Background: an optimization exercise with open tools, aiming at small area, a short achievable clock period and few clock cycles per item. Do not read the settings as production practice.
At most, simulation tests tie the RTL to the original design; equivalence was not proved.
Power is estimated from default activity; no workload was simulated.

Setup of v16:
==> flow/design.v (excerpt) <==
module fp32_mul (
    input  wire        clk,
    input  wire        rst,
    input  wire        in_valid,
    input  wire [31:0] op_a,
    input  wire [31:0] op_b,
    output reg         out_valid,
    output reg  [31:0] result
);
Settings: LEC_CHECK=0, CAP_MARGIN=20, CORE_MARGIN=2, CORE_UTILIZATION=60, SLEW_MARGIN=70, SYNTH_HIERARCHICAL=1; clock period 11.0 ns.
standard.sh (not shown) runs the stock make flow with config.mk's settings and CLKGATE_MAP_FILE= SYNTH_SCRIPT=/design/flow/synth_recipe.tcl, a recipe that flattens the netlist after the stock synthesis.
==> flow/flow/run.sh <==
#!/bin/bash
# Layout flow: the standard ORFS flow (standard.sh, unchanged synthesis),
# with the port buffers made from a regular buffer cell rather than the
# delay-buffer cell that buffer_ports picks by default.
set -euo pipefail
cd "$(dirname "$0")/.."
bash standard.sh "BUFFER_PORTS_ARGS=-buffer_cell sky130_fd_sc_hd__buf_2" finish > flow_make.log 2>&1
v16 | stages: all done | timing, DRC, antenna: all pass
Here is what was changed in the inputs of v21 compared with v16.
==> flow/run.sh (new file) <==
#!/bin/bash
# synth_recipe.tcl (not shown) runs the flow's synth.tcl, then flattens the netlist and writes it again
# the make line also repeats each setting of config.mk as NAME=value (left out here)
make -C /OpenROAD-flow-scripts/flow DESIGN_CONFIG=/design/flow/config.mk WORK_HOME=/design/flow/orfs CLKGATE_MAP_FILE= SYNTH_SCRIPT=/design/flow/synth_recipe.tcl finish
removed: flow/flow/run.sh
removed: flow/standard.sh
--- outcome ---
Looking at worst-path cell with the longest stage delay, the sky130_fd_sc_hd__clkdlybuf4s50_1 result is from v21; the sky130_fd_sc_hd__fa_1 one comes from v16. Comparing v21 and v16, fraction of final layout cells with drive strength greater than 1 is lower on v21. Count of clock-buffer cells in the layout: v21 vs v16 up 6.5%. Global-route usage was lower in v16 than in v21.
No run of this note included a check of the RTL's function; only the layout flow was run.

---

delta:
Another version of the RTL of fp32_mul (not shown whole).
Size in the first run: roughly 2,100 cells after synthesis, ~21,000 um^2 of cells after synthesis.
export LEC_CHECK = 0
export CAP_MARGIN = 20
export CORE_MARGIN = 2
export CORE_UTILIZATION = 70
export SLEW_MARGIN = 80
export SYNTH_HIERARCHICAL = 1
create_clock -name core_clock -period 11.0 [get_ports {clk}]
run.sh (not shown) runs the stock make flow with config.mk's settings and CLKGATE_MAP_FILE= SYNTH_SCRIPT=/design/flow/synth_recipe.tcl, a recipe that flattens the netlist after the stock synthesis.
Stock flow here: none of the scripts above is used.
delta: full flow OK, the timing, DRC and antenna checks passed
Edits applied to the flow inputs when going from delta to alpha:
--- a/flow/config.mk
+++ b/flow/config.mk
@@ -10,2 +10,2 @@
-export CORE_UTILIZATION = 70
-export SLEW_MARGIN = 80
+export CORE_UTILIZATION = 40
+export SLEW_MARGIN = 20
[summary]
- Per the final summary, alpha finished and its layout is clean on timing, DRC and antenna.
- Cmp delta and alpha / count of clock-buffer cells in the layout / lower: delta
- Compared with delta, in alpha placeable core area moved up; setup slack moved down; maximum frequency from static timing analysis moved down; overall power of the completed layout moved down.
- Summary: switching power, alpha better than delta
- Clock tree skew after final layout: delta and alpha compared, lower one is delta
- [diff] total wire length after detailed routing, alpha relative to delta: regression
- In the final design statistics, alpha uses more standard cells in total than delta.
- Latest clock arrival within the worst-skew pair | alpha above delta
No run of this note included a check of the RTL's function; only the layout flow was run.

---

job 2349:
fp32_mul, a different RTL version from the one above (not shown whole).
Size: roughly 2,200 cells after synthesis, ~100 I/O pins.
==> flow/config.mk <==
export PLATFORM = sky130hd
export DESIGN_NAME = fp32_mul
export DESIGN_NICKNAME = fp32_mul
export VERILOG_FILES = /design/flow/design.v
export SDC_FILE = /design/flow/constraint.sdc
export NUM_CORES = 4
export LEC_CHECK = 0
export CAP_MARGIN = 20
export CORE_MARGIN = 2
export CORE_UTILIZATION = 60
export CTS_CLUSTER_DIAMETER = 120
export CTS_CLUSTER_SIZE = 25
export SLEW_MARGIN = 70
export SYNTH_HIERARCHICAL = 1
==> flow/constraint.sdc <==
create_clock -name core_clock -period 11.0 [get_ports {clk}]
set_input_delay 2.2000 -clock core_clock [delete_from_list [all_inputs] [get_ports {clk}]]
set_output_delay 2.2000 -clock core_clock [all_outputs]
set_load 0.01 [all_outputs]
standard.sh (not shown) runs the stock make flow with config.mk's settings and CLKGATE_MAP_FILE= SYNTH_SCRIPT=/design/flow/synth_recipe.tcl, a recipe that flattens the netlist after the stock synthesis.
==> flow/flow/run.sh <==
#!/bin/bash
# Layout flow: the standard ORFS flow (standard.sh, unchanged synthesis),
# with two changes to how the layout is made: the port buffers are a regular
# buffer cell (buf_1) rather than the delay-buffer cell that buffer_ports
# picks by default, and the clock tree is built without dummy loads.
set -euo pipefail
cd "$(dirname "$0")/.."
bash standard.sh "BUFFER_PORTS_ARGS=-buffer_cell sky130_fd_sc_hd__buf_1" \
  "CTS_ARGS=-sink_clustering_enable -repair_clock_nets -dont_use_dummy_load -sink_clustering_size 25 -sink_clustering_max_diameter 120" \
  finish > flow_make.log 2>&1
Testbench counts of job 2349, summed over its fixed seeds: cycles 16,024, items 16,000.
Edits applied to the flow inputs when going from job 2349 to job 3546:
==> flow/flow/run.sh <==
#!/bin/bash
# Layout flow: the standard ORFS flow (standard.sh, unchanged synthesis),
# with the port buffers made from a regular buffer cell rather than the
# delay-buffer cell that buffer_ports picks by default.
set -euo pipefail
cd "$(dirname "$0")/.."
bash standard.sh "BUFFER_PORTS_ARGS=-buffer_cell sky130_fd_sc_hd__buf_2" finish > flow_make.log 2>&1
## What came out
Taking job 2349 as the reference point, the clock network fraction of design power of job 3546 rises by 0.3 points. Job 2349 → job 3546: power consumption up 0.44%, sequential share of layout area down 0.16 points, area of all placed cells without fillers up 0.58%, via count up about 0.46%.
--- input diff job 3546..job 2400 ---
Settings: an added PLACE_DENSITY of 0.8; a change of SLEW_MARGIN from 70 to 80.
### Flow results
- Job 2400 ran to completion and came out clean on the timing, DRC and antenna checks.
- Sort job 3546 and job 2400 by data arrival time of the critical path asc -> top: job 3546
- [job 2400] share of the clock period used by the worst path rose 3.7 points relative to job 3546
- On clock skew, job 2400 does worse than job 3546.
- Where placed wire-length estimate is concerned, job 3546 is better than job 2400.
For job 3264, these inputs were changed with respect to job 2400:
Settings: swapping 80 for 70 in SLEW_MARGIN.
Notes after the runs:
Between job 3264 and job 2400, it is job 3264 whose switching part of the total is higher, by 0.31 points.
On job 3264: worst setup slack is 0.40 ns higher than what job 2400 gave.
Job 2400 -> job 3264: multi-input combinational cell count delta 0, exact match
Clock skew, job 2400 and job 3264: lower on job 3264
On worst endpoint required time, job 2400 and job 3264 are basically level.
Going from job 2400 to job 3264, routed wire length on met3 saw a decrease; met3 track utilization from global routing saw a decrease; minimum hold slack saw little to no change; area growth from synthesis to layout saw a decrease.
For job 8355, these inputs were changed with respect to job 3264:
Settings: GPL_ROUTABILITY_DRIVEN now 0, previously not set; PLACE_DENSITY no longer set, was 0.8.
==> notes.md <==
Looking at register fraction of the total cell area, job 8355 sits 0.18 points lower than job 3264 does.
The fraction of the core area covered by cells at the end of the flow in job 8355 sits 0.16 points above the value recorded for job 3264.
Job 8355 has final-stage net count above what job 3264 had.
Fraction of the cycle the final worst path needs: job 8355 vs job 3264, no meaningful difference
Combinational group share of total power (job 8355 over job 3264): increase, 0.6 points
The final worst setup slack of job 8355 was superior to that of job 3264.

==> separate check: timing with driven ports <==
Ports are ideal in the flow. The routed layouts listed here were re-timed in OpenROAD.
Step 1: set_driving_cell puts a clkbuf_16 on clk and a buf_2 on each other input, an assumption about the parent block.
Step 2 times the ports against the registers' clock, not the clock port: input delays grow and output delays shrink by t, the midpoint of the rising clock arrivals with the driver on.
Slacks: no drivers / after step 1 / after step 2; pairs: no drivers / after step 1.
run	t (ns)	setup WS [ns]	worst setup path after step 2
v16	0.607	7.433 / 7.433 / 7.022	input to register
v21	0.601	7.286 / 7.305 / 6.718	input to register
delta	0.623	6.757 / 6.757 / 6.757	register to register
alpha	0.645	6.594 / 6.594 / 6.439	input to register
job 2349	0.552	7.608 / 7.608 / 7.094	input to register
job 3546	0.561	7.689 / 7.688 / 7.304	input to register
job 2400	0.554	7.286 / 7.286 / 7.015	input to register
job 3264	0.568	7.684 / 7.684 / 7.166	input to register
job 8355	0.561	7.689 / 7.688 / 7.304	input to register
After both steps setup and hold are still met in every run listed. For v21, which loses most, drivers alone change the setup slack by +0.019 ns; drivers and shift together by -0.568 ns.
